From an optimization exercise on the open Yosys and OpenROAD flow, aimed at small area and a short achievable clock period; shortcuts taken in it are not production practice. RTL that was checked went through simulation tests only; none was proved equivalent to the original. Function not checked in runs 1 and 4: the RTL went through the layout flow alone. The clock port is modelled as an ideal driver; clocking choices that lean on that would not hold on a real chip. Power is estimated from default activity; no workload was simulated.

File: flow/design.v
module PE_count (
    activation_in,
    weight_in,
    partial_out
);
input      [9-1:0]     activation_in;
input      [9-1:0]     weight_in;
output     [4-1:0]     partial_out;
PE_popcount PE_popcount (.m(activation_in ~^ weight_in), .partial(partial_out));
endmodule
module PE_popcount (
    m,
    partial
);
input      [9-1:0]     m;
output     [4-1:0]     partial;
function [1:0] fa;   
    input x, y, z;
    fa = {(x & y) | (x & z) | (y & z), x ^ y ^ z};
endfunction
wire       [1:0]       f1 = fa(m[0], m[1], m[2]);
wire       [1:0]       f2 = fa(m[3], m[4], m[5]);
wire       [1:0]       f3 = fa(m[6], m[7], m[8]);
wire       [1:0]       f4 = fa(f1[0], f2[0], f3[0]);     
wire       [1:0]       f5 = fa(f1[1], f2[1], f3[1]);     
assign partial = {f5[1], f5[0], f4[1], f4[0]};
endmodule
module PE (
    partial_in,
    psum_in,
    psum_out,
    e_out
);
parameter WIDTH = 14;
input      [4-1:0]     partial_in;
input      [WIDTH-1:0] psum_in;
output     [WIDTH-1:0] psum_out;
output reg [4-1:0]     e_out;
always @(*) begin
    case (partial_in)
        4'b0000: e_out = 4'd11;   
        4'b0001: e_out = 4'd12;
        4'b0010: e_out = 4'd13;
        4'b0011: e_out = 4'd14;
        4'b0100: e_out = 4'd13;
        4'b0101: e_out = 4'd14;
        4'b0110: e_out = 4'd15;
        4'b0111: e_out = 4'd0;
        4'b1000: e_out = 4'd15;
        4'b1001: e_out = 4'd0;
        4'b1010: e_out = 4'd1;
        4'b1011: e_out = 4'd2;
        4'b1100: e_out = 4'd1;
        4'b1101: e_out = 4'd2;
        4'b1110: e_out = 4'd3;
        default: e_out = 4'd4;
    endcase
end
wire       [WIDTH-2:0] u = psum_in[WIDTH-1:1];
wire                   b = psum_in[0];
wire       [4:0]       c;
wire       [3:0]       lo;
assign c[0] = b;
genvar i;
generate
    for (i = 0; i < 4; i = i + 1) begin : LO
        assign lo[i]  = u[i] ^ e_out[i] ^ c[i];
        assign c[i+1] = (u[i] & e_out[i]) | (u[i] & c[i]) | (e_out[i] & c[i]);
    end
endgenerate
wire                   up = c[4] & ~e_out[3];
wire                   dn = ~c[4] & e_out[3];
wire       [WIDTH-6:0] hi = u[WIDTH-2:4];
wire       [WIDTH-5:0] all1, all0;
wire       [WIDTH-6:0] hi_out;
assign all1[0] = 1'b1;
assign all0[0] = 1'b1;
generate
    for (i = 0; i < WIDTH-5; i = i + 1) begin : HI
        assign all1[i+1]  = all1[i] & hi[i];
        assign all0[i+1]  = all0[i] & ~hi[i];
        assign hi_out[i]  = hi[i] ^ ((up & all1[i]) | (dn & all0[i]));
    end
endgenerate
assign psum_out = {hi_out, lo, ~b};
endmodule
module PE_quick (
    e_in,
    valid_in,
    psum_in,
    psum_out
);
parameter WIDTH = 14;
input      [4-1:0]     e_in;
input                  valid_in;       
input      [WIDTH-1:0] psum_in;
output     [WIDTH-1:0] psum_out;
wire       [4:0]       lo;
wire                   up, dn;
wire       [WIDTH-6:0] hi_up, hi_dn;
PE_quick_lo PE_quick_lo (.e_in(e_in), .psum_in(psum_in[4:0]), .lo(lo), .up(up), .dn(dn));
PE_quick_hi #(.WIDTH(WIDTH)) PE_quick_hi (.hi(psum_in[WIDTH-1:5]), .hi_up(hi_up), .hi_dn(hi_dn));
PE_quick_pick #(.WIDTH(WIDTH)) PE_quick_pick (
    .e_in(e_in), .valid_in(valid_in), .lo(lo), .up(up), .dn(dn),
    .hi(psum_in[WIDTH-1:5]), .hi_up(hi_up), .hi_dn(hi_dn), .psum_out(psum_out)
);
endmodule
module PE_quick_lo (
    e_in,
    psum_in,
    lo,
    up,
    dn
);
input      [4-1:0]     e_in;
input      [4:0]       psum_in;
output     [4:0]       lo;
output                 up, dn;
wire       [6:0]       t = {2'b00, psum_in} + {{2{e_in[3]}}, e_in, 1'b1};    
assign lo = t[4:0];
assign up = ~t[6] & t[5];
assign dn = t[6];
endmodule
module PE_quick_hi (
    hi,
    hi_up,
    hi_dn
);
parameter WIDTH = 14;
input      [WIDTH-6:0] hi;
output     [WIDTH-6:0] hi_up, hi_dn;
assign hi_up = hi + 1'b1;
assign hi_dn = hi - 1'b1;
endmodule
module PE_quick_pick (
    e_in,
    valid_in,
    lo,
    up,
    dn,
    hi,
    hi_up,
    hi_dn,
    psum_out
);
parameter WIDTH = 14;
input      [4-1:0]     e_in;
input                  valid_in;
input      [4:0]       lo;
input                  up, dn;
input      [WIDTH-6:0] hi, hi_up, hi_dn;
output     [WIDTH-1:0] psum_out;
wire       [WIDTH-1:0] full = {up ? hi_up : (dn ? hi_dn : hi), lo};
assign psum_out = valid_in ? full : {{WIDTH-5{e_in[3]}}, e_in, 1'b1};
endmodule
module PE_fast (
    activation_in,
    weight_in,
    psum_in,
    psum_out
);
parameter WIDTH = 14;
input      [9-1:0]     activation_in;
input      [9-1:0]     weight_in;
input      [WIDTH-1:0] psum_in;
output     [WIDTH-1:0] psum_out;
wire       [10*WIDTH-1:0] candidates;
PE_candidates #(.WIDTH(WIDTH)) PE_candidates (.psum_in(psum_in), .candidates(candidates));
wire       [7*WIDTH-1:0] x;    
wire       [4*WIDTH-1:0] y;    
genvar s;
generate
    for (s = 0; s < 7; s = s + 1) begin : X
        wire [4-1:0] c;
        PE_count3 #(.COPY(s)) count_c (.a(activation_in[8:6]), .w(weight_in[8:6]), .one_hot(c));
        PE_pick4 #(.WIDTH(WIDTH)) pick (.one_hot(c), .in(candidates[s*WIDTH +: 4*WIDTH]),
                                        .out(x[s*WIDTH +: WIDTH]));
    end
    for (s = 0; s < 4; s = s + 1) begin : Y
        wire [4-1:0] b;
        PE_count3 #(.COPY(s)) count_b (.a(activation_in[5:3]), .w(weight_in[5:3]), .one_hot(b));
        PE_pick4 #(.WIDTH(WIDTH)) pick (.one_hot(b), .in(x[s*WIDTH +: 4*WIDTH]),
                                        .out(y[s*WIDTH +: WIDTH]));
    end
endgenerate
wire       [4-1:0]     a;
PE_count3 #(.COPY(0)) count_a (.a(activation_in[2:0]), .w(weight_in[2:0]), .one_hot(a));
PE_pick4 #(.WIDTH(WIDTH)) pick (.one_hot(a), .in(y), .out(psum_out));
endmodule
module PE_count3 (
    a,
    w,
    one_hot
);
parameter COPY = 0;
input      [3-1:0]     a, w;
output reg [4-1:0]     one_hot;
wire       [3-1:0]     m = a ~^ w;
always @(*) begin
    case (m)
        3'b000:                   one_hot = 4'b0001;
        3'b001, 3'b010, 3'b100:   one_hot = 4'b0010;
        3'b011, 3'b101, 3'b110:   one_hot = 4'b0100;
        default:                  one_hot = 4'b1000;
    endcase
end
endmodule
module PE_pick4 (
    one_hot,
    in,
    out
);
parameter WIDTH = 14;
input      [4-1:0]     one_hot;
input      [4*WIDTH-1:0] in;
output     [WIDTH-1:0] out;
assign out = ({WIDTH{one_hot[0]}} & in[0 +: WIDTH]) | ({WIDTH{one_hot[1]}} & in[WIDTH +: WIDTH]) |
             ({WIDTH{one_hot[2]}} & in[2*WIDTH +: WIDTH]) | ({WIDTH{one_hot[3]}} & in[3*WIDTH +: WIDTH]);
endmodule
module PE_candidates (
    psum_in,
    candidates
);
parameter WIDTH = 14;
input      [WIDTH-1:0] psum_in;
output reg [10*WIDTH-1:0] candidates;
integer p;
always @(*) begin
    for (p = 0; p < 10; p = p + 1)
        candidates[p*WIDTH +: WIDTH] = psum_in + 2 * p - 9;
end
endmodule
module PE_column (
    clk_in,
    rst_in,
    cleared_in,
    active_in,
    activation_in,
    load_in,
    data_in,
    count_out,
    e_out,
    psum_out,
    sum_out
);
parameter WIDTH = 14;
parameter FIRST = 0;
input                    clk_in;
input                    rst_in;
input                    cleared_in;      
input                    active_in;       
input      [9-1:0]       activation_in;   
input                    load_in;         
input      [9-1:0]       data_in;
output     [3-1:0]       count_out;
output     [4-1:0]       e_out;           
output     [4*WIDTH-1:0] psum_out;        
output     [WIDTH-1:0]   sum_out;         
reg        [9-1:0]       weight_r;
wire       [9-1:0]       weight_next = ({9{load_in}} & data_in) | ({9{~load_in}} & weight_r);
reg        [2-1:0]       count_r;
reg                      full_r;
wire       [3-1:0]       count = {full_r, {2{~cleared_in}} & count_r};
wire       [3-1:0]       count_next = (active_in && !count[2]) ? count + 3'd1 : count;
reg        [WIDTH-1:0]   psum_r [0:3];
wire       [WIDTH-1:0]   oldest = {WIDTH{full_r}} & psum_r[3];
wire       [WIDTH-1:0]   sum;
always @(posedge clk_in) begin
    weight_r <= weight_next;
end
generate
    if (FIRST) begin : F
        assign e_out = 4'd0;
        PE_fast #(.WIDTH(WIDTH)) PE (
            .activation_in(activation_in),
            .weight_in(weight_r),
            .psum_in(oldest),
            .psum_out(sum)
        );
    end
    else begin : N
        wire [4-1:0] e;
        reg  [4-1:0] e_r;
        PE_count PE_count (
            .activation_in(activation_in),
            .weight_in(weight_next),
            .partial_out(e)
        );
        always @(posedge clk_in) begin
            e_r <= e;
        end
        PE #(.WIDTH(WIDTH)) PE (
            .partial_in(e_r),
            .psum_in(oldest),
            .psum_out(sum),
            .e_out(e_out)
        );
    end
endgenerate
always @(posedge clk_in) begin
    count_r <= count_next[1:0];
    full_r  <= rst_in & count_next[2];
end
always @(posedge clk_in) begin
    if (active_in) begin
        psum_r[0] <= sum;
        psum_r[1] <= psum_r[0];
        psum_r[2] <= psum_r[1];
        psum_r[3] <= psum_r[2];
    end
end
assign count_out = count;
assign psum_out = {psum_r[3], psum_r[2], psum_r[1], psum_r[0]};
assign sum_out  = sum;
endmodule
module top (
    clk_in,
    rst_in,
    data_in,
    load_weight_in,
    in_valid_in,
    pop_in,
    sum_out
);
parameter WIDTH = 14;
parameter O_CH = 64;
input                            clk_in, rst_in;
input      [9-1:0]               data_in;
input                            load_weight_in;
input                            in_valid_in;
input                            pop_in;
output     [WIDTH-1:0]           sum_out;
reg        [6-1:0]               weight_count_r;   
wire       [O_CH-1:0]            weight_row;       
reg        [O_CH-1:0]            next_row_r;       
wire       [O_CH-1:0]            next2_row;        
reg        [3-1:0]               ctl_count_r;      
reg                              ctl_active_r;     
reg        [4-1:0]               pixel_r;          
reg        [WIDTH-1:0]           out_r;
reg                              cleared_r;        
reg        [9-1:0]               activation_r [1:O_CH-2];
reg                              in_valid_r   [1:O_CH-1];   
wire       [4*WIDTH-1:0]         row_psum  [0:O_CH-1];
wire       [3-1:0]               row_count [0:O_CH-1];
wire       [4-1:0]               row_e     [0:O_CH-1];
wire       [WIDTH-1:0]           row_sum   [0:O_CH-1];
wire                             row_active [0:O_CH-1];
always @(posedge clk_in) begin
    weight_count_r <= load_weight_in ? weight_count_r + 6'd1 : 6'd0;
end
decode64 decode64 (.in(weight_count_r), .out(weight_row));
integer m;
always @(posedge clk_in) begin
    cleared_r <= ~rst_in;
    activation_r[1] <= data_in;
    for (m = 2; m <= O_CH-2; m = m + 1) begin
        activation_r[m] <= activation_r[m-1];
    end
    in_valid_r[1] <= in_valid_in;
    for (m = 2; m <= O_CH-1; m = m + 1) begin
        in_valid_r[m] <= row_active[m-1];
    end
end
genvar k;
generate
    for (k = 0; k < O_CH; k = k + 1) begin : ROW
        assign row_active[k] = (k == 0) ? in_valid_in : in_valid_r[(k == 0) ? 1 : k] & ~cleared_r;
        PE_column #(.WIDTH(WIDTH), .FIRST(k == 0)) PE_column (
            .clk_in(clk_in),
            .rst_in(rst_in),
            .cleared_in(cleared_r),
            .active_in(row_active[k]),
            .activation_in((k <= 1) ? data_in : activation_r[(k <= 1) ? 1 : k-1]),
            .load_in(load_weight_in && weight_row[k]),
            .data_in(data_in),
            .count_out(row_count[k]),
            .e_out(row_e[k]),
            .psum_out(row_psum[k]),
            .sum_out(row_sum[k])
        );
    end
endgenerate
always @(posedge clk_in) begin
    next_row_r  <= !pop_in ? {{O_CH-1{1'b0}}, 1'b1} :
                   pixel_r[2] ? {next_row_r[O_CH-2:0], next_row_r[O_CH-1]} : next_row_r;
    pixel_r     <= pop_in ? {pixel_r[2:0], pixel_r[3]} : 4'b0001;
end
assign next2_row = pixel_r[2] ? {next_row_r[O_CH-2:0], next_row_r[O_CH-1]} : next_row_r;
wire       [3-1:0]               pre_count;
wire                             pre_active, pre_active_above;
wire       [(O_CH-1)*3-1:0]      all_count;
wire       [O_CH-2:0]            all_active, all_active_above;
generate
    for (k = 1; k < O_CH; k = k + 1) begin : GATHER_CTL
        assign all_count[(k-1)*3 +: 3]  = row_count[k];
        assign all_active[k-1]          = row_active[k];
        assign all_active_above[k-1]    = (k == 1) ? 1'b0 : row_active[(k == 1) ? 0 : k-1];
    end
endgenerate
read_ctl #(.ROWS(O_CH-1)) read_ctl (
    .select(next2_row[O_CH-1:1]),
    .count_in(all_count), .active_in(all_active), .above_in(all_active_above),
    .count_out(pre_count), .active_out(pre_active), .above_out(pre_active_above)
);
always @(posedge clk_in) begin
    ctl_active_r <= rst_in & (next2_row[1] ? in_valid_in : pre_active_above);
    if (!rst_in) ctl_count_r <= 3'd0;
    else if (pre_active && !pre_count[2]) ctl_count_r <= pre_count + 3'd1;
    else ctl_count_r <= pre_count;
end
wire       [4*WIDTH-1:0]         sel_psum;
wire       [4-1:0]               sel_e;
wire       [3-1:0]               sel_count = ctl_count_r;
wire                             sel_active = ctl_active_r;
wire       [(O_CH-1)*4*WIDTH-1:0] all_psum;
wire       [(O_CH-1)*4-1:0]      all_e;
generate
    for (k = 1; k < O_CH; k = k + 1) begin : GATHER
        assign all_psum[(k-1)*4*WIDTH +: 4*WIDTH] = row_psum[k];
        assign all_e[(k-1)*4 +: 4]                = row_e[k];
    end
endgenerate
read_mux #(.WIDTH(WIDTH), .ROWS(O_CH-1)) read_mux (
    .select(next_row_r[O_CH-1:1]),
    .psum_in(all_psum), .e_in(all_e),
    .psum_out(sel_psum), .e_out(sel_e)
);
wire       [WIDTH-1:0]           sel_sum;
PE_quick #(.WIDTH(WIDTH)) PE_quick (
    .e_in(sel_e),
    .valid_in(sel_count[2]),
    .psum_in(sel_psum[4*WIDTH-1:3*WIDTH]),
    .psum_out(sel_sum)
);
wire       [4-1:0]               next_slot = {pixel_r[3], pixel_r[0], pixel_r[1], pixel_r[2]};
wire       [WIDTH-1:0]           early;
wire                             take_row0_sum, take_sel_sum;
read_terms #(.WIDTH(WIDTH)) read_terms (
    .rst_in(rst_in), .pop_in(pop_in), .row0_in(next_row_r[0]), .slot_in(next_slot),
    .row0_psum(row_psum[0]), .row0_count(row_count[0]), .row0_active(in_valid_in),
    .sel_psum(sel_psum), .sel_count(sel_count), .sel_active(sel_active),
    .early(early), .take_row0_sum(take_row0_sum), .take_sel_sum(take_sel_sum)
);
always @(posedge clk_in) begin
    out_r <= early | ({WIDTH{take_row0_sum}} & row_sum[0]) | ({WIDTH{take_sel_sum}} & sel_sum);
end
assign sum_out = out_r;
endmodule
module read_mux (
    select,
    psum_in,
    e_in,
    psum_out,
    e_out
);
parameter WIDTH = 14;
parameter ROWS = 63;
localparam D = 4*WIDTH + 4;   
input      [ROWS-1:0]            select;
input      [ROWS*4*WIDTH-1:0]    psum_in;
input      [ROWS*4-1:0]          e_in;
output     [4*WIDTH-1:0]         psum_out;
output     [4-1:0]               e_out;
wire       [64*D-1:0]            rows;
wire       [64-1:0]              sel = {{64-ROWS{1'b0}}, select};
genvar r;
generate
    for (r = 0; r < 64; r = r + 1) begin : ROW
        if (r < ROWS)
            assign rows[r*D +: D] = {e_in[r*4 +: 4], psum_in[r*4*WIDTH +: 4*WIDTH]};
        else
            assign rows[r*D +: D] = {D{1'b0}};
    end
endgenerate
wire       [32*D-1:0]            l1;    
wire       [8*D-1:0]             l2;    
wire       [4*D-1:0]             l3;    
wire       [D-1:0]               l4;
generate
    for (r = 0; r < 32; r = r + 1) begin : L1
        read_aoi #(.D(D)) node (.s0(sel[2*r]), .d0(rows[2*r*D +: D]),
                                .s1(sel[2*r+1]), .d1(rows[(2*r+1)*D +: D]),
                                .y(l1[r*D +: D]));
    end
    for (r = 0; r < 8; r = r + 1) begin : L2
        read_nand4 #(.D(D)) node (.a(l1[4*r*D +: D]), .b(l1[(4*r+1)*D +: D]),
                                  .c(l1[(4*r+2)*D +: D]), .d(l1[(4*r+3)*D +: D]),
                                  .y(l2[r*D +: D]));
    end
    for (r = 0; r < 4; r = r + 1) begin : L3
        read_nor2 #(.D(D)) node (.a(l2[2*r*D +: D]), .b(l2[(2*r+1)*D +: D]),
                                 .y(l3[r*D +: D]));
    end
endgenerate
read_nand4 #(.D(D)) L4 (.a(l3[0 +: D]), .b(l3[D +: D]), .c(l3[2*D +: D]), .d(l3[3*D +: D]),
                        .y(l4));
assign {e_out, psum_out} = l4;
endmodule
module decode64 (
    in,
    out
);
input      [6-1:0]               in;
output     [64-1:0]              out;
wire       [8-1:0]               lo = 8'd1 << in[2:0];
wire       [8-1:0]               hi = 8'd1 << in[5:3];
genvar i;
generate
    for (i = 0; i < 64; i = i + 1) begin : D
        assign out[i] = hi[i/8] & lo[i%8];
    end
endgenerate
endmodule
module read_ctl (
    select,
    count_in,
    active_in,
    above_in,
    count_out,
    active_out,
    above_out
);
parameter ROWS = 63;
input      [ROWS-1:0]            select;
input      [ROWS*3-1:0]          count_in;
input      [ROWS-1:0]            active_in, above_in;
output reg [3-1:0]               count_out;
output reg                       active_out, above_out;
integer r;
always @(*) begin
    count_out  = 3'd0;
    active_out = 1'b0;
    above_out  = 1'b0;
    for (r = 0; r < ROWS; r = r + 1) begin
        count_out  = count_out  | ({3{select[r]}} & count_in[r*3 +: 3]);
        active_out = active_out | (select[r] & active_in[r]);
        above_out  = above_out  | (select[r] & above_in[r]);
    end
end
endmodule
module read_aoi (s0, d0, s1, d1, y);
parameter D = 1;
input            s0, s1;
input  [D-1:0]   d0, d1;
output [D-1:0]   y;
assign y = ~(({D{s0}} & d0) | ({D{s1}} & d1));
endmodule
module read_nand4 (a, b, c, d, y);
parameter D = 1;
input  [D-1:0]   a, b, c, d;
output [D-1:0]   y;
assign y = ~(a & b & c & d);
endmodule
module read_nor2 (a, b, y);
parameter D = 1;
input  [D-1:0]   a, b;
output [D-1:0]   y;
assign y = ~(a | b);
endmodule
module read_terms (
    rst_in,
    pop_in,
    row0_in,
    slot_in,
    row0_psum,
    row0_count,
    row0_active,
    sel_psum,
    sel_count,
    sel_active,
    early,
    take_row0_sum,
    take_sel_sum
);
parameter WIDTH = 14;
input                            rst_in, pop_in, row0_in;
input      [4-1:0]               slot_in;
input      [4*WIDTH-1:0]         row0_psum, sel_psum;
input      [3-1:0]               row0_count, sel_count;
input                            row0_active, sel_active;
output     [WIDTH-1:0]           early;
output                           take_row0_sum, take_sel_sum;
function [WIDTH-1:0] kept;    
    input [4*WIDTH-1:0] psum;
    input [3-1:0]       count;
    input               active;
    input [4-1:0]       slot;
    reg   [WIDTH-1:0]   v;
    integer j;
    begin
        v = {WIDTH{1'b0}};
        for (j = 0; j < 4; j = j + 1) begin
            if (!active && count > j)
                v = v | ({WIDTH{slot[j]}} & psum[j*WIDTH +: WIDTH]);
            if (active && j > 0 && count > j - 1)
                v = v | ({WIDTH{slot[j]}} & psum[(j-1)*WIDTH +: WIDTH]);
        end
        kept = v;
    end
endfunction
wire       [4-1:0]               slot = pop_in ? slot_in : 4'b1000;
wire                             use_row0 = !pop_in || row0_in;
assign early = {WIDTH{rst_in}} &
               (use_row0 ? kept(row0_psum, row0_count, row0_active, slot)
                         : kept(sel_psum, sel_count, sel_active, slot));
assign take_row0_sum = rst_in & use_row0 & row0_active & slot[0];
assign take_sel_sum  = rst_in & !use_row0 & sel_active & slot[0];
endmodule
File: flow/constraint.sdc
create_clock -name core_clock -period 13.0 [get_ports {clk_in}]
set_input_delay 2.6000 -clock core_clock [delete_from_list [all_inputs] [get_ports {clk_in}]]
set_output_delay 2.6000 -clock core_clock [all_outputs]
set_load 0.01 [all_outputs]
File: flow/flow/run.sh
#!/bin/bash
# Layout: the standard ORFS flow (standard.sh) with these changes to how
# the layout is made; the SDC (clock period, I/O delays, loads) is the standard flow's.
#  - repair_timing aims for extra setup slack, so the achieved period shrinks,
#    and may swap cells across footprints;
#  - the clock tree uses larger sink clusters and no dummy loads;
#  - the port buffers are buf_4 cells.
# ORFS's own logs are in orfs/logs; make's output is in orfs_make.log.
set -euo pipefail
bash standard.sh \
    SETUP_SLACK_MARGIN=9.0 \
    MATCH_CELL_FOOTPRINT=0 \
    BUFFER_PORTS_ARGS="-buffer_cell sky130_fd_sc_hd__buf_4" \
    CTS_ARGS="-sink_clustering_enable -repair_clock_nets -dont_use_dummy_load -sink_clustering_size 22 -sink_clustering_max_diameter 105" \
    finish > orfs_make.log 2>&1
File: flow/standard.sh
#!/bin/bash
# synth_recipe.tcl (not shown) runs the flow's synth.tcl, then flattens the netlist and writes it again
# the make line also repeats each setting of config.mk as NAME=value (left out here)
make -C /OpenROAD-flow-scripts/flow DESIGN_CONFIG=/design/flow/config.mk WORK_HOME=/design/flow/orfs CLKGATE_MAP_FILE= SYNTH_SCRIPT=/design/flow/synth_recipe.tcl "${@:-finish}"
File: flow/config.mk
export PLATFORM = sky130hd
export DESIGN_NAME = top
export DESIGN_NICKNAME = top
export VERILOG_FILES = /design/flow/design.v
export SDC_FILE = /design/flow/constraint.sdc
export NUM_CORES = 8
export LEC_CHECK = 0
export CAP_MARGIN = 20
export CORE_MARGIN = 2
export CORE_UTILIZATION = 40
export SLEW_MARGIN = 20
export SYNTH_HIERARCHICAL = 1
export TNS_END_PERCENT = 10
==> results of run 1 <==
## per-stage QoR
step / hold slack [ps] / std cells
finish: 284.1 / 25050
floorplan: 349.9 / 17130
global route: 302.5 / 25020
CTS: 312.4 / 24970
detailed placement: 355.1 / 24580
global placement: 354.7 / 24580
## worst min-delay path by stage
stage,endpoint,slack (ps),depth (start not counted)
finish,activation_r[28][3],280,0
global route,activation_r[26][6],300,0
floorplan,activation_r[10][0],350,0
global placement,activation_r[3][1],350,0
CTS,activation_r[28][4],310,0
detailed placement,activation_r[38][4],360,0
## per-layer routing
layer	wire [µm]	up-vias
li1	-	62150
met2	333400	5902
met3	65060	1060
met4	39620	14
met1	327200	74250
met5	389	-
## power by group
group          internal (mW)  total (mW)  switching, mW
Combinational           2.18        5.45           3.27
Clock                   3.93        9.34           5.41
Sequential              18.6        19.1          0.463
## what timing repair did
action | in CTS | in global routing
pin swaps | 116 | 113
gates resized for setup | 521 | 358
gates cloned | 22 | 5
endpoints found under the setup margin | 380 | 453
buffers inserted | 80 | 44
## cell type report
class	instances	area share [%]
clock buffer	285	2.758
timing repair buffer	468	1.840
inverter	1057	1.539
tap	8008	3.875
sequential	5318	55.20
timing repair inverter	1	0.001936
multi-input combinational	9881	34.76
antenna	27	0.02613
## worst max-delay path: cells and delay by family, from the launching register on
kind / cells / cell delay, ps
AO/OA/AOI/OAI: 6 / 1240
AND/OR/NAND/NOR: 4 / 1210
adder cells (fa/ha/maj): 2 / 460
multiplexers: 2 / 420
flip-flops: 1 / 420
buffers and inverters: 2 / 240
XOR/XNOR: 1 / 210
## cell usage in the layout (no fill, tap or decap), drive strengths merged, types with 63 or more instances in the layout
master	instances
a21o	64
a21oi	77
a221oi	101
a22o	138
a22oi	2256
a31oi	126
and2	1098
and3	78
and4	63
buf	454
clkbuf	299
dfxtp	1725
edfxtp	3593
fa	568
ha	391
inv	1055
mux2	698
mux2i	219
nand2	333
nand2b	80
nand4	575
nor2	477
nor2b	260
nor3	83
nor3b	64
nor4	80
o21a	63
o21ai	86
or3	64
or4b	67
xnor2	1182
xor2	327
## flip-flops by register name, summed over array words and instances (netlist names), 4 cells and up, named ones only
| name | cells |
|---|---|
| ROW.PE_column.N.e_r | 252 |
| next_row_r | 64 |
| pixel_r | 4 |
| in_valid_r | 63 |
| out_r | 14 |
| ROW.PE_column.count_r | 128 |
| activation_r | 558 |
| ROW.PE_column.full_r | 64 |
| ROW.PE_column.weight_r | 567 |
| ROW.PE_column.psum_r | 3584 |
| weight_count_r | 6 |
==> results.yml, run 1 <==
outcome:
  status: "no timing/DRC/antenna violations"
detailed_routing:
  number_of_vias_in_the_routed_layout: 143400
  detail_route.vias_per_cell: 5.724
  detailed_routing_iteration_count_for_the_pre_antenna_repair_pass: 8
  detailedRoute.firstIterationViolations: 17000
  drt.antenna.violating_nets: 0
  drt-total-wl_um: 765700
  routedWlPerCell_um: 30.57
  detail_route.drc_violations: 0
cells_and_area:
  post_route_cells_drive_above_1_share_pct: 17.94
  signed_area_change_from_the_synthesized_netlist_to_the_final_layout_pct: 7.380
  multi_input_area_um2: 89860
  seqCellArea_um2: 142700
  final.fill_count: 54590
  post-route-cell-area_um2: 258600
  layout.core_utilization_pct: 43.16
  num-nets-final: 17990
floorplanning:
  dieArea_um2: 608200
  pin_count: 28
  fp.dieH_um: 779.9
  die-width_um: 779.9
  initial_utilization_pct: 40.19
  number_of_core_rows: 284
  fp.coreArea_um2: 599100
clocking:
  cts-hold-fix-buffers: 0
  cts_sinks: 5318
  clockBufferDepth: 4
  cts_htree_levels: 5
  clkSlewWorstSetupHoldPaths_ps: 80
  cts_tree: "built"
  clock_insertion_delay_worst_skew_ps: 1050
  tritoncts.num_buffers: 285
  ctsRootBufferMaster: "sky130_fd_sc_hd__clkbuf_16"
worst_setup_path:
  r2r_setup_slack_ps: 8630
  critical_path_at_ps: 5210
  timing.critical_path.to: "out_r[8]"
  setup.worst_path.class: "flip-flop to flip-flop"
  start_kind: "flip-flop"
  crit_path_frequent_cell: "sky130_fd_sc_hd__nand4_1"
  critPathLaunch: "ROW[2].PE_column.N.e_r[0]"
  worstRegToRegCells: 17
  endpoint_kind: "flip-flop"
  timing.critical_path.slowest_cell_delay_ps: 420
  crit-reg2reg-launch: "ROW[2].PE_column.N.e_r[0]"
  cp_data_required_time_ps: 13840
  crit_fanout: 5
  slowest_cp_cell: "sky130_fd_sc_hd__dfxtp_2"
  critical_path.cell_chain: "inv_1, ha_1, mux2i_1, xor2_1, a22oi_2, nand4_1, nor2_4, nand4_1, buf_6, ha_4, o21ai_4, a21oi_4, o21ai_1, and2_4, mux2i_2, o211ai_2, a221o_1"
  reg2reg_to: "out_r[8]"
sta:
  slew_viol_final: 0
  setup-tns-final_ps: 0
  timing.final.setup_violations: 0
  timing_worst_slew_pin_value_ps: 1415
  final_critical_path_setup_slack_ps: 8629
  relSlewSlack_pct: 5.292
  skew_ps: 119.5
  final-hold-violation-count: 0
  layout_min_cycle_time_ps: 4371
  rsz_0062_raised_after_global_routing: "yes"
  layout_worst_path_cycle_share_pct: 33.62
  max_clock_freq_mhz: 228.8
job:
  drv.max_cap_violation_count: 0
synthesis:
  avg_cell_area_syn_um2: 14.11
  synth.cell_area_um2: 240800
  post_synth_inst_count: 17070
  synthesis.yosys.warnings: 29
power:
  leakage_power_nw: 88.37
  ir_worst_vdd_uv: 101.6
  power_density_over_the_cells_nw_per_um2: 130.9
  p_total_mw: 33.85
global_routing:
  grt_util_met2_pct: 36.26
  met3_usage_pct: 4.856
  grt.overflow.total: 0
  wire_length_of_the_first_global_routing_pass_um: 1061000
  gr-usage-all-layers_pct: 24.14
  grt_pass1_vias: 138900
  grt_antenna_before_repair: 56
  gr-usage-met1_pct: 34.08
  layer_with_the_highest_usage: "met2"
  pin_count_of_the_biggest_net_entering_global_routing: 63
placed_design:
  finalWeightedCongestion: 1.008
  detailed_place.area_um2: 246200
  dp_hpwl_um: 554100
  dpl_worst_slack_ps: 6829
  port_bufs: 27
worst_hold_path:
  min-delay-start: "activation_r[27][3]"
  timing.hold.worst.class: "flip-flop to flip-flop"
==> run 2, diff against run 1 <==
--- a/flow/design.v
+++ b/flow/design.v
@@ -331,6 +331,5 @@
 input                            pop_in;
 output     [WIDTH-1:0]           sum_out;
-reg        [6-1:0]               weight_count_r;   
-wire       [O_CH-1:0]            weight_row;       
+reg        [O_CH-1:0]            weight_row_r;     
 reg        [O_CH-1:0]            next_row_r;       
 wire       [O_CH-1:0]            next2_row;        
@@ -348,7 +347,7 @@
 wire                             row_active [0:O_CH-1];
 always @(posedge clk_in) begin
-    weight_count_r <= load_weight_in ? weight_count_r + 6'd1 : 6'd0;
+    weight_row_r <= load_weight_in ? {weight_row_r[O_CH-2:0], weight_row_r[O_CH-1]}
+                                   : {{O_CH-1{1'b0}}, 1'b1};
 end
-decode64 decode64 (.in(weight_count_r), .out(weight_row));
 integer m;
 always @(posedge clk_in) begin
@@ -373,5 +372,5 @@
             .active_in(row_active[k]),
             .activation_in((k <= 1) ? data_in : activation_r[(k <= 1) ? 1 : k-1]),
-            .load_in(load_weight_in && weight_row[k]),
+            .load_in(load_weight_in && weight_row_r[k]),
             .data_in(data_in),
             .count_out(row_count[k]),
@@ -498,19 +497,4 @@
 assign {e_out, psum_out} = l4;
 endmodule
-module decode64 (
-    in,
-    out
-);
-input      [6-1:0]               in;
-output     [64-1:0]              out;
-wire       [8-1:0]               lo = 8'd1 << in[2:0];
-wire       [8-1:0]               hi = 8'd1 << in[5:3];
-genvar i;
-generate
-    for (i = 0; i < 64; i = i + 1) begin : D
-        assign out[i] = hi[i/8] & lo[i%8];
-    end
-endgenerate
-endmodule
 module read_ctl (
     select,
--- a/flow/flow/run.sh
+++ b/flow/flow/run.sh
@@ -5,8 +5,12 @@
 #    and may swap cells across footprints;
 #  - the clock tree uses larger sink clusters and no dummy loads;
-#  - the port buffers are buf_4 cells.
+#  - the port buffers are buf_4 cells;
+#  - the timing repairs after CTS and global routing estimate wires with 30%
+#    more capacitance (flow/pessimistic_rc.tcl).
 # ORFS's own logs are in orfs/logs; make's output is in orfs_make.log.
 set -euo pipefail
 bash standard.sh \
+    PRE_CTS_TCL="$PWD/flow/pessimistic_rc.tcl" \
+    PRE_GLOBAL_ROUTE_TCL="$PWD/flow/pessimistic_rc.tcl" \
     SETUP_SLACK_MARGIN=9.0 \
     MATCH_CELL_FOOTPRINT=0 \
==> flow/flow/pessimistic_rc.tcl (new file) <==
set rc_scale 1.3
foreach {layer c r} {
  li1  1.499e-04   7.176e-02
  met1 1.72375E-04 8.929e-04
  met2 1.36233E-04 8.929e-04
  met3 2.14962E-04 1.567e-04
  met4 1.48128E-04 1.567e-04
  met5 1.54087E-04 1.781e-05
} {
  set_layer_rc -layer $layer -capacitance [expr {$c * $rc_scale}] -resistance $r
}
set_wire_rc -signal -layer met1
set_wire_rc -clock -layer met3
==> run 2 against run 1 <==
Still clean. Final cell count up 0.66%. Hold slack improved by 49 ps. Sequential power barely moved. Register-to-register slack worse by 160 ps. Sequential cell count grew 58. Routed wire length fell by 0.19%. Clock skew grew 12 ps. Power shrank 0.50%. Combinational power shrank 6.2%. Via count rose by 1.1%. Synthesized cell count is 0.11% higher. Clock power barely moved.
==> results.yml, run 2 <==
detailed_routing:
  drt-total-wl_um: 764200
  drt.antenna.violating_nets: 0
  detailed_routing_iteration_count_for_the_pre_antenna_repair_pass: 7
  detail_route.vias_per_cell: 5.750
  routedWlPerCell_um: 30.31
  detail_route.drc_violations: 0
  detailedRoute.firstIterationViolations: 17860
  number_of_vias_in_the_routed_layout: 145000
cells_and_area:
  signed_area_change_from_the_synthesized_netlist_to_the_final_layout_pct: 8.209
  num-nets-final: 18110
  post-route-cell-area_um2: 261600
  final_cell_mix: "sky130_fd_sc_hd__edfxtp_1 (3593), sky130_fd_sc_hd__a22oi_1 (1777), sky130_fd_sc_hd__dfxtp_1 (1621), sky130_fd_sc_hd__xnor2_1 (1052), sky130_fd_sc_hd__and2_1 (1050)"
  post_route_cells_drive_above_1_share_pct: 19.15
  most_frequent_standard_cell_in_the_layout_excluding_fill_and_tap_cells: "sky130_fd_sc_hd__edfxtp_1"
  layout.core_utilization_pct: 43.44
  largest-register: "ROW.PE_column.psum_r"
  finalNonFillerCells: 25210
  reg_top3: "ROW.PE_column.psum_r (3584), ROW.PE_column.weight_r (567), activation_r (558)"
  largest_reg_flops: 3584
  final.fill_count: 54410
floorplanning:
  number_of_core_rows: 285
  fp.coreArea_um2: 602300
  fp.dieH_um: 781.5
  die-width_um: 781.5
  pin_count: 28
  dieArea_um2: 610700
  initial_utilization_pct: 40.15
clocking:
  cts-hold-fix-buffers: 0
  clkSlewWorstSetupHoldPaths_ps: 90
  clock_insertion_delay_worst_skew_ps: 1070
  tritoncts.num_buffers: 285
  cts_tree: "built"
  cts_sinks: 5376
placed_design:
  placedCellCount: 24670
  dp_hpwl_um: 544800
  port_bufs: 27
  detailed_place.area_um2: 248100
  finalWeightedCongestion: 1.003
worst_setup_path:
  crit_fanout: 4
  endpoint_kind: "flip-flop"
  start_kind: "flip-flop"
  r2r_setup_slack_ps: 8470
  critical_path_at_ps: 5290
  cp_data_required_time_ps: 13760
  setup.worst_path.class: "flip-flop to flip-flop"
outcome:
  status: "no timing/DRC/antenna violations"
sta:
  layout_min_cycle_time_ps: 4527
  final-hold-violation-count: 0
  setup-tns-final_ps: 0
  skew_ps: 131.7
  max_clock_freq_mhz: 220.9
  relSlewSlack_pct: 29.78
  rsz_0062_raised_after_global_routing: "yes"
  timing.final.setup_violations: 0
  layout_worst_path_cycle_share_pct: 34.83
  slew_viol_final: 0
  timing_worst_slew_pin_value_ps: 1052
global_routing:
  pin_count_of_the_biggest_net_entering_global_routing: 64
  grt_pass1_vias: 140900
  grt_antenna_before_repair: 63
  wire_length_of_the_first_global_routing_pass_um: 1064000
  grt.overflow.total: 0
  gr-usage-all-layers_pct: 24.05
synthesis:
  synthesis.yosys.warnings: 29
  avg_cell_area_syn_um2: 14.15
  synth.cell_area_um2: 241800
  post_synth_inst_count: 17090
power:
  power_density_over_the_cells_nw_per_um2: 128.7
  leakage_power_nw: 89.87
  ir_worst_vdd_uv: 119.7
  p_total_mw: 33.68
worst_hold_path:
  timing.hold.worst.class: "flip-flop to flip-flop"
job:
  drv.max_cap_violation_count: 0
==> run 2: layer usage <==
layer	part of all wire (%)	vias to the layer above	GRT usage, %
met3	9.8	1125	5.627
met5	0.024	-	0.4073
met2	43	6619	35.86
li1	-	62460	-
met1	43	74740	34.09
met4	4.6	12	8.959
==> run 2: final cells by class <==
cell class	count	area [µm²]	area share [%]
flip-flops and latches	5376	143900	55.01
multi-input cells	9841	90410	34.55
well taps	8036	10050	3.843
clock buffers	285	7132	2.726
repair buffers	580	6037	2.307
inverters	1057	3984	1.523
diodes	35	87.58	0.03347
repair inverters	1	5.005	0.001913
==> run 2: worst max-delay path, stage by stage (launching register included) <==
cell and delay, ps:
sky130_fd_sc_hd__dfxtp_4 360, sky130_fd_sc_hd__buf_4 130, sky130_fd_sc_hd__ha_2 220, sky130_fd_sc_hd__o21a_4 200
sky130_fd_sc_hd__inv_4 50, sky130_fd_sc_hd__buf_4 130, sky130_fd_sc_hd__buf_6 100, sky130_fd_sc_hd__buf_4 120
sky130_fd_sc_hd__buf_4 120, sky130_fd_sc_hd__buf_4 120, sky130_fd_sc_hd__buf_4 120, sky130_fd_sc_hd__buf_4 120
sky130_fd_sc_hd__buf_4 130, sky130_fd_sc_hd__buf_6 110, sky130_fd_sc_hd__buf_6 100, sky130_fd_sc_hd__buf_4 120
sky130_fd_sc_hd__buf_4 120, sky130_fd_sc_hd__buf_4 120, sky130_fd_sc_hd__buf_4 120, sky130_fd_sc_hd__buf_6 110
sky130_fd_sc_hd__fa_2 350, sky130_fd_sc_hd__inv_2 100, sky130_fd_sc_hd__ha_4 130, sky130_fd_sc_hd__or4b_4 510
sky130_fd_sc_hd__nor3_4 240, sky130_fd_sc_hd__mux2i_1 120, sky130_fd_sc_hd__xnor2_1 140
==> run 2: power breakdown <==
| group | internal, mW | switching, mW |
|---|---|---|
| logic | 2.10 | 3.01 |
| clock network | 3.93 | 5.45 |
| registers | 18.7 | 0.467 |
==> run 2: what timing repair did <==
| item | in CTS | in global routing |
|---|---|---|
| gates resized for setup | 523 | 528 |
| setup buffers | 114 | 65 |
| pin swaps | 92 | 115 |
| gates cloned | 21 | 3 |
| endpoints found under the hold margin | 0 | 0 |
| endpoints found under the setup margin | 659 | 580 |
==> run 2: path summary, 6_finish.rpt <==
| kind | endpoint | start | cells past startpoint |
|---|---|---|---|
| worst max-delay path | ROW[33].PE_column.psum_r[0][11] | ROW[33].PE_column.N.e_r[0] | 26 |
| worst min-delay path | activation_r[29][4] | activation_r[28][4] | 0 |
| worst max register to register | ROW[33].PE_column.psum_r[0][11] | ROW[33].PE_column.N.e_r[0] | 26 |
| worst min register to register | activation_r[29][4] | activation_r[28][4] | 0 |
==> run 2: through the flow <==
step / worst slack (ps) / hold WS (ps)
after global placement: 6531 / 354.4
after detailed placement: 6463 / 355.3
final: 8473 / 333.0
after CTS: 8401 / 334.9
after global routing: 8190 / 344.6
after floorplan: 8290 / 349.9
==> run 3, diff against run 2 <==
--- a/flow/flow/run.sh
+++ b/flow/flow/run.sh
@@ -6,10 +6,9 @@
 #  - the clock tree uses larger sink clusters and no dummy loads;
 #  - the port buffers are buf_4 cells;
-#  - the timing repairs after CTS and global routing estimate wires with 30%
+#  - the timing repair after global routing estimates wires with 30%
 #    more capacitance (flow/pessimistic_rc.tcl).
 # ORFS's own logs are in orfs/logs; make's output is in orfs_make.log.
 set -euo pipefail
 bash standard.sh \
-    PRE_CTS_TCL="$PWD/flow/pessimistic_rc.tcl" \
     PRE_GLOBAL_ROUTE_TCL="$PWD/flow/pessimistic_rc.tcl" \
     SETUP_SLACK_MARGIN=9.0 \
==> run 3 against run 2 <==
Synthesized cell count stayed put. Sequential power hardly changed. Critical path depth is 12 lower. Power about the same. Sequential cell count did not move. Clock-buffer cell count unchanged. Fmax grew 4.8%. Combinational power barely moved.
==> results.yml, run 3 <==
placed_design:
  dpl_worst_slack_ps: 6463
  dp_hpwl_um: 544800
  finalWeightedCongestion: 1.003
  port_bufs: 27
sta:
  timing.final.setup_violations: 0
  setup-tns-final_ps: 0
  skew_ps: 122.7
  final-hold-violation-count: 0
  final_critical_path_setup_slack_ps: 8681
  rsz_0062_raised_after_global_routing: "yes"
  slew_viol_final: 0
  relSlewSlack_pct: 19.70
  max_clock_freq_mhz: 231.5
  timing_worst_slew_pin_value_ps: 1205
  layout_worst_path_cycle_share_pct: 33.23
  layout_min_cycle_time_ps: 4319
clocking:
  cts_tree: "built"
  cts_sinks: 5376
  clkSlewWorstSetupHoldPaths_ps: 90
  cts-hold-fix-buffers: 0
  clock_insertion_delay_worst_skew_ps: 1060
  ctsRootBufferMaster: "sky130_fd_sc_hd__clkbuf_16"
  clockBufferDepth: 4
  cts_htree_levels: 5
  tritoncts.num_buffers: 285
worst_setup_path:
  setup.worst_path.class: "flip-flop to flip-flop"
  crit_fanout: 43
  endpoint_kind: "flip-flop"
  critical_path_at_ps: 5170
  r2r_setup_slack_ps: 8680
  cp_data_required_time_ps: 13850
  start_kind: "flip-flop"
cells_and_area:
  seqCellArea_um2: 143900
  most_frequent_standard_cell_in_the_layout_excluding_fill_and_tap_cells: "sky130_fd_sc_hd__edfxtp_1"
  final_cell_mix: "sky130_fd_sc_hd__edfxtp_1 (3593), sky130_fd_sc_hd__a22oi_1 (1782), sky130_fd_sc_hd__dfxtp_1 (1615), sky130_fd_sc_hd__and2_1 (1041), sky130_fd_sc_hd__xnor2_1 (1030)"
  post_route_cells_drive_above_1_share_pct: 19.33
  reg_top3: "ROW.PE_column.psum_r (3584), ROW.PE_column.weight_r (567), activation_r (558)"
  final.fill_count: 54380
  largest-register: "ROW.PE_column.psum_r"
  multi_input_area_um2: 90860
  num-nets-final: 18120
  signed_area_change_from_the_synthesized_netlist_to_the_final_layout_pct: 8.400
  largest_reg_flops: 3584
  layout.core_utilization_pct: 43.52
power:
  power_density_over_the_cells_nw_per_um2: 128.5
  ir_worst_vdd_uv: 121.9
  leakage_power_nw: 90.09
synthesis:
  synthesis.yosys.warnings: 29
  synth.cell_area_um2: 241800
  avg_cell_area_syn_um2: 14.15
  post_synth_inst_count: 17090
detailed_routing:
  drt.antenna.violating_nets: 0
  routedWlPerCell_um: 30.41
  drt-total-wl_um: 766800
  detailedRoute.firstIterationViolations: 18700
  detail_route.vias_per_cell: 5.769
  detail_route.drc_violations: 0
  number_of_vias_in_the_routed_layout: 145500
  detailed_routing_iteration_count_for_the_pre_antenna_repair_pass: 9
global_routing:
  wire_length_of_the_first_global_routing_pass_um: 1065000
  pin_count_of_the_biggest_net_entering_global_routing: 64
  grt_pass1_vias: 141100
  grt_antenna_before_repair: 58
  gr-usage-all-layers_pct: 24.10
  grt.overflow.total: 0
floorplanning:
  initial_utilization_pct: 40.15
  fp.dieH_um: 781.5
  fp.coreArea_um2: 602300
  dieArea_um2: 610700
  number_of_core_rows: 285
  pin_count: 28
  die-width_um: 781.5
outcome:
  status: "no timing/DRC/antenna violations"
job:
  drv.max_cap_violation_count: 0
worst_hold_path:
  timing.hold.worst.class: "flip-flop to flip-flop"
==> run 3: changes by cell type in the layout (fill, tap and decap cells not counted), moves of 10 or more <==
cell	before	now
sky130_fd_sc_hd__mux2_4	127	142
sky130_fd_sc_hd__nor2_2	47	37
sky130_fd_sc_hd__and2_4	25	38
sky130_fd_sc_hd__dfxtp_2	102	116
sky130_fd_sc_hd__xnor2_1	1052	1030
sky130_fd_sc_hd__xnor2_2	114	137
sky130_fd_sc_hd__nor2_1	334	348
sky130_fd_sc_hd__mux2_2	570	555
sky130_fd_sc_hd__buf_4	412	401
==> run 3: report_power, final <==
group / switching, mW / internal (mW)
combinational: 3.02 / 2.08
sequential: 0.473 / 18.7
clock: 5.45 / 3.93
total: 8.94 / 24.7
==> run 3: worst paths after layout <==
kind                          to                 from  cells after the start
max                     out_r[7]        next_row_r[9]                     14
min reg2reg  activation_r[29][4]  activation_r[28][4]                      0
max reg2reg             out_r[7]        next_row_r[9]                     14
min          activation_r[29][4]  activation_r[28][4]                      0
==> run 3: per-layer routing <==
metal  GRT usage [%]  vias up  part of all wire (%)  wire [µm]
met5          0.8929        -                 0.099        758
met4           9.254       12                   4.7      36330
met3           5.830     1187                   9.7      74140
met2           35.71     6690                    43     329100
met1           34.07    75090                    43     326500
li1                -    62480                     -          -
==> run 3: critical path, stage by stage, from the launching register on <==
cell and delay (ps):
sky130_fd_sc_hd__dfxtp_2 730, sky130_fd_sc_hd__buf_4 630, sky130_fd_sc_hd__a22oi_1 210, sky130_fd_sc_hd__nand4_1 270
sky130_fd_sc_hd__nor2_1 160, sky130_fd_sc_hd__nand4_1 100, sky130_fd_sc_hd__buf_4 220, sky130_fd_sc_hd__inv_1 100
sky130_fd_sc_hd__ha_4 250, sky130_fd_sc_hd__nand3b_1 170, sky130_fd_sc_hd__o22ai_2 220, sky130_fd_sc_hd__mux2i_4 340
sky130_fd_sc_hd__nand2b_4 240, sky130_fd_sc_hd__o211ai_2 90, sky130_fd_sc_hd__a221o_1 340
==> run 3: cell type report <==
class / instances / area share (%)
sequential: 5376 / 54.91
antenna: 32 / 0.03055
timing repair buffer: 574 / 2.314
multi-input combinational: 9855 / 34.66
clock buffer: 285 / 2.721
inverter: 1057 / 1.521
tap: 8036 / 3.836
timing repair inverter: 1 / 0.001909
==> run 3: repair_timing <==
item	CTS	global route
gates cloned	38	5
pin swaps	91	105
buffers inserted	92	72
resized for setup	552	550
endpoints found under the setup margin	399	535
==> run 3: stage by stage <==
stage | instances | hold slack (ps) | instance area, µm² | power, mW
2_1_floorplan | 17150 | 349.9 | 242800 | 22.39
5_1_grt | 25200 | 344.7 | 262100 | 36.40
3_3_place_gp | 24670 | 354.4 | 248000 | 23.92
6_report | 25220 | 333.8 | 262100 | 33.68
3_5_place_dp | 24670 | 355.3 | 248100 | 24.01
4_1_cts | 25090 | 335.8 | 258600 | 33.48
==> run 4, diff against run 3 <==
--- a/flow/design.v
+++ b/flow/design.v
@@ -474,7 +474,9 @@
 endgenerate
 wire       [32*D-1:0]            l1;    
-wire       [8*D-1:0]             l2;    
-wire       [4*D-1:0]             l3;    
-wire       [D-1:0]               l4;
+wire       [16*D-1:0]            l2;    
+wire       [8*D-1:0]             l3;    
+wire       [4*D-1:0]             l4;    
+wire       [2*D-1:0]             l5;    
+wire       [D-1:0]               l6;
 generate
     for (r = 0; r < 32; r = r + 1) begin : L1
@@ -483,17 +485,19 @@
                                 .y(l1[r*D +: D]));
     end
-    for (r = 0; r < 8; r = r + 1) begin : L2
-        read_nand4 #(.D(D)) node (.a(l1[4*r*D +: D]), .b(l1[(4*r+1)*D +: D]),
-                                  .c(l1[(4*r+2)*D +: D]), .d(l1[(4*r+3)*D +: D]),
-                                  .y(l2[r*D +: D]));
-    end
-    for (r = 0; r < 4; r = r + 1) begin : L3
-        read_nor2 #(.D(D)) node (.a(l2[2*r*D +: D]), .b(l2[(2*r+1)*D +: D]),
-                                 .y(l3[r*D +: D]));
+    for (r = 0; r < 16; r = r + 1) begin : L2
+        read_nand2 #(.D(D)) node (.a(l1[2*r*D +: D]), .b(l1[(2*r+1)*D +: D]), .y(l2[r*D +: D]));
+    end
+    for (r = 0; r < 8; r = r + 1) begin : L3
+        read_nor2 #(.D(D)) node (.a(l2[2*r*D +: D]), .b(l2[(2*r+1)*D +: D]), .y(l3[r*D +: D]));
+    end
+    for (r = 0; r < 4; r = r + 1) begin : L4
+        read_nand2 #(.D(D)) node (.a(l3[2*r*D +: D]), .b(l3[(2*r+1)*D +: D]), .y(l4[r*D +: D]));
+    end
+    for (r = 0; r < 2; r = r + 1) begin : L5
+        read_nor2 #(.D(D)) node (.a(l4[2*r*D +: D]), .b(l4[(2*r+1)*D +: D]), .y(l5[r*D +: D]));
     end
 endgenerate
-read_nand4 #(.D(D)) L4 (.a(l3[0 +: D]), .b(l3[D +: D]), .c(l3[2*D +: D]), .d(l3[3*D +: D]),
-                        .y(l4));
-assign {e_out, psum_out} = l4;
+read_nand2 #(.D(D)) L6 (.a(l5[0 +: D]), .b(l5[D +: D]), .y(l6));
+assign {e_out, psum_out} = l6;
 endmodule
 module read_ctl (
@@ -531,9 +535,9 @@
 assign y = ~(({D{s0}} & d0) | ({D{s1}} & d1));
 endmodule
-module read_nand4 (a, b, c, d, y);
+module read_nand2 (a, b, y);
 parameter D = 1;
-input  [D-1:0]   a, b, c, d;
+input  [D-1:0]   a, b;
 output [D-1:0]   y;
-assign y = ~(a & b & c & d);
+assign y = ~(a & b);
 endmodule
 module read_nor2 (a, b, y);
--- a/flow/flow/run.sh
+++ b/flow/flow/run.sh
@@ -5,11 +5,8 @@
 #    and may swap cells across footprints;
 #  - the clock tree uses larger sink clusters and no dummy loads;
-#  - the port buffers are buf_4 cells;
-#  - the timing repair after global routing estimates wires with 30%
-#    more capacitance (flow/pessimistic_rc.tcl).
+#  - the port buffers are buf_4 cells.
 # ORFS's own logs are in orfs/logs; make's output is in orfs_make.log.
 set -euo pipefail
 bash standard.sh \
-    PRE_GLOBAL_ROUTE_TCL="$PWD/flow/pessimistic_rc.tcl" \
     SETUP_SLACK_MARGIN=9.0 \
     MATCH_CELL_FOOTPRINT=0 \
removed: flow/flow/pessimistic_rc.tcl
==> run 4 against run 3 <==
First-iteration DRC count is 21% lower. Sequential cell count unchanged. Design area is essentially flat. Highest routed layer unchanged.
==> results.yml, run 4 <==
clocking:
  clockBufferDepth: 4
  cts_tree: "built"
  cts_sinks: 5376
  tritoncts.num_buffers: 284
  ctsRootBufferMaster: "sky130_fd_sc_hd__clkbuf_16"
  cts_htree_levels: 5
  cts-hold-fix-buffers: 0
  clock_insertion_delay_worst_skew_ps: 1000
  clkSlewWorstSetupHoldPaths_ps: 90
worst_setup_path:
  endpoint_kind: "flip-flop"
  crit_path_frequent_cell: "sky130_fd_sc_hd__nand2_1"
  reg2reg_to: "out_r[12]"
  worstRegToRegCells: 10
  critical_path_at_ps: 5330
  cp_data_required_time_ps: 13880
  setup.worst_path.class: "flip-flop to flip-flop"
  start_kind: "flip-flop"
  crit-reg2reg-launch: "next_row_r[39]"
  crit_fanout: 48
  critical_path.cell_chain: "buf_6, a22oi_1, nand2_1, nor2_1, nand2_1, nor2_1, nand2_1, a221oi_1, o22ai_1, a221o_1"
  slowest_cp_cell: "sky130_fd_sc_hd__nor2_1"
  timing.critical_path.slowest_cell_delay_ps: 990
  r2r_setup_slack_ps: 8550
placed_design:
  port_bufs: 27
  dp_hpwl_um: 512300
  detailed_place.area_um2: 250100
  finalWeightedCongestion: 0.9518
floorplanning:
  fp.dieH_um: 785.8
  fp.coreArea_um2: 609700
  die-width_um: 785.8
  dieArea_um2: 617500
  initial_utilization_pct: 40.10
  pin_count: 28
  number_of_core_rows: 287
global_routing:
  grt_antenna_before_repair: 34
  gr-usage-all-layers_pct: 22.20
  grt.overflow.total: 0
  wire_length_of_the_first_global_routing_pass_um: 1008000
  pin_count_of_the_biggest_net_entering_global_routing: 72
  grt_pass1_vias: 140800
detailed_routing:
  routedWlPerCell_um: 27.25
  drt-total-wl_um: 712100
  detail_route.drc_violations: 0
  detailedRoute.firstIterationViolations: 14740
  number_of_vias_in_the_routed_layout: 143800
  detail_route.vias_per_cell: 5.504
  detailed_routing_iteration_count_for_the_pre_antenna_repair_pass: 8
  drt.antenna.violating_nets: 0
cells_and_area:
  reg_top3: "ROW.PE_column.psum_r (3584), ROW.PE_column.weight_r (567), activation_r (558)"
  most_frequent_standard_cell_in_the_layout_excluding_fill_and_tap_cells: "sky130_fd_sc_hd__edfxtp_1"
  largest_reg_flops: 3584
  signed_area_change_from_the_synthesized_netlist_to_the_final_layout_pct: 7.113
  final_cell_mix: "sky130_fd_sc_hd__edfxtp_1 (3593), sky130_fd_sc_hd__a22oi_1 (1706), sky130_fd_sc_hd__dfxtp_1 (1639), sky130_fd_sc_hd__nand2_1 (1529), sky130_fd_sc_hd__xnor2_1 (1053)"
  post-route-cell-area_um2: 261900
  largest-register: "ROW.PE_column.psum_r"
  post_route_cells_drive_above_1_share_pct: 16.80
  num-nets-final: 18990
outcome:
  status: "no timing/DRC/antenna violations"
sta:
  rsz_0062_raised_after_global_routing: "yes"
  layout_min_cycle_time_ps: 4454
  max_clock_freq_mhz: 224.5
  relSlewSlack_pct: 9.553
  skew_ps: 64.96
  setup-tns-final_ps: 0
  final-hold-violation-count: 0
  slew_viol_final: 0
  timing_worst_slew_pin_value_ps: 1352
  layout_worst_path_cycle_share_pct: 34.26
  timing.final.setup_violations: 0
synthesis:
  avg_cell_area_syn_um2: 13.46
  synth.cell_area_um2: 244500
  post_synth_inst_count: 18170
  synthesis.yosys.warnings: 29
power:
  leakage_power_nw: 95.03
  ir_worst_vdd_uv: 102.4
  power_density_over_the_cells_nw_per_um2: 126.4
worst_hold_path:
  timing.hold.worst.class: "flip-flop to flip-flop"
  timing.hold.worst_path_depth: 0
  min_delay_worst_endpoint: "activation_r[59][1]"
  min-delay-start: "activation_r[58][1]"
job:
  drv.max_cap_violation_count: 0
[run 4: where the power goes]
part | internal [mW] | switching [mW]
logic | 1.87 | 2.75
clock network | 3.92 | 5.42
registers | 18.7 | 0.429
total | 24.5 | 8.60
[run 4: worst max path at each step]
stage                                  to  cells past startpoint            from
2_1_floorplan  ROW[22].PE_column.N.e_r[0]                      8  load_weight_in
3_3_place_gp                     out_r[5]                     10      data_in[4]
6_report                        out_r[12]                     10  next_row_r[39]
4_1_cts                    ctl_count_r[1]                     12       cleared_r
3_5_place_dp                     out_r[5]                     10      data_in[4]
5_1_grt                          out_r[3]                     13      data_in[8]
[run 4: cell type report]
type / instances / area [µm²]
antenna: 19 / 47.55
clock buffer: 284 / 7107
fill: 55790 / 347900
inverter: 1057 / 3971
multi-input combinational: 10940 / 92980
sequential: 5376 / 143800
tap: 8092 / 10120
timing repair buffer: 362 / 3814
timing repair inverter: 1 / 5.005
[run 4: worst max-delay path: cells and delay by family, from the launching register on]
family	cells	cell delay, ps
buf+inv	1	270
compound gates	4	1560
simple gates	5	1970
flops	1	450
[run 4: per-stage QoR]
step	util (%)	setup slack, ps	total power, mW	std cells	hold slack, ps
floorplan	-	8290	22.40	18230	349.9
global placement	41.02	6585	23.73	25730	356.8
detailed placement	41.02	6658	23.79	25730	355.9
CTS	42.64	8683	33.17	26070	346.4
global route	42.94	8706	34.32	26110	352.2
finish	42.95	8546	33.10	26130	335.4
[run 4: timing repair]
action | CTS | global route
gates resized for setup | 569 | 334
endpoints found under the setup margin | 368 | 461
setup buffers | 33 | 25
pin swaps | 126 | 84
cloned | 27 | 9
[run 4: layer usage]
metal / GRT usage, % / vias to the layer above / wire (µm)
li1: - / 64220 / -
met1: 30.99 / 73750 / 310800
met2: 35.15 / 4999 / 325000
met3: 3.977 / 839 / 50380
met4: 7.083 / 4 / 25890
met5: 0 / - / 23

[afterwards: timing with drivers on the ports]
No port has a modelled driver above. Below, the same layouts with a new extraction and two added sets of constraints. Step 1 assumes that a clkbuf_16 drives the clock port and a buf_2 every other input. Step 2 times the ports against the registers' clock, not the clock port: input delays grow and output delays shrink by t, the midpoint of the rising clock arrivals with the driver on. a / b / c = ideal ports / drivers / drivers and shift; a / b = the first two.
run	t (ns)	setup slack, ns	worst slew at a driven data input, ns
run 1	1.109	8.629 / 8.339 / 7.230	0.75
run 2	1.102	8.473 / 8.473 / 7.405	0.48
run 3	1.100	8.681 / 8.497 / 7.397	0.53
run 4	1.112	8.546 / 8.436 / 7.324	0.55
After both steps setup and hold are still met in every run listed. For run 1, which loses most, drivers alone change the setup slack by -0.290 ns; drivers and shift together by -1.399 ns.
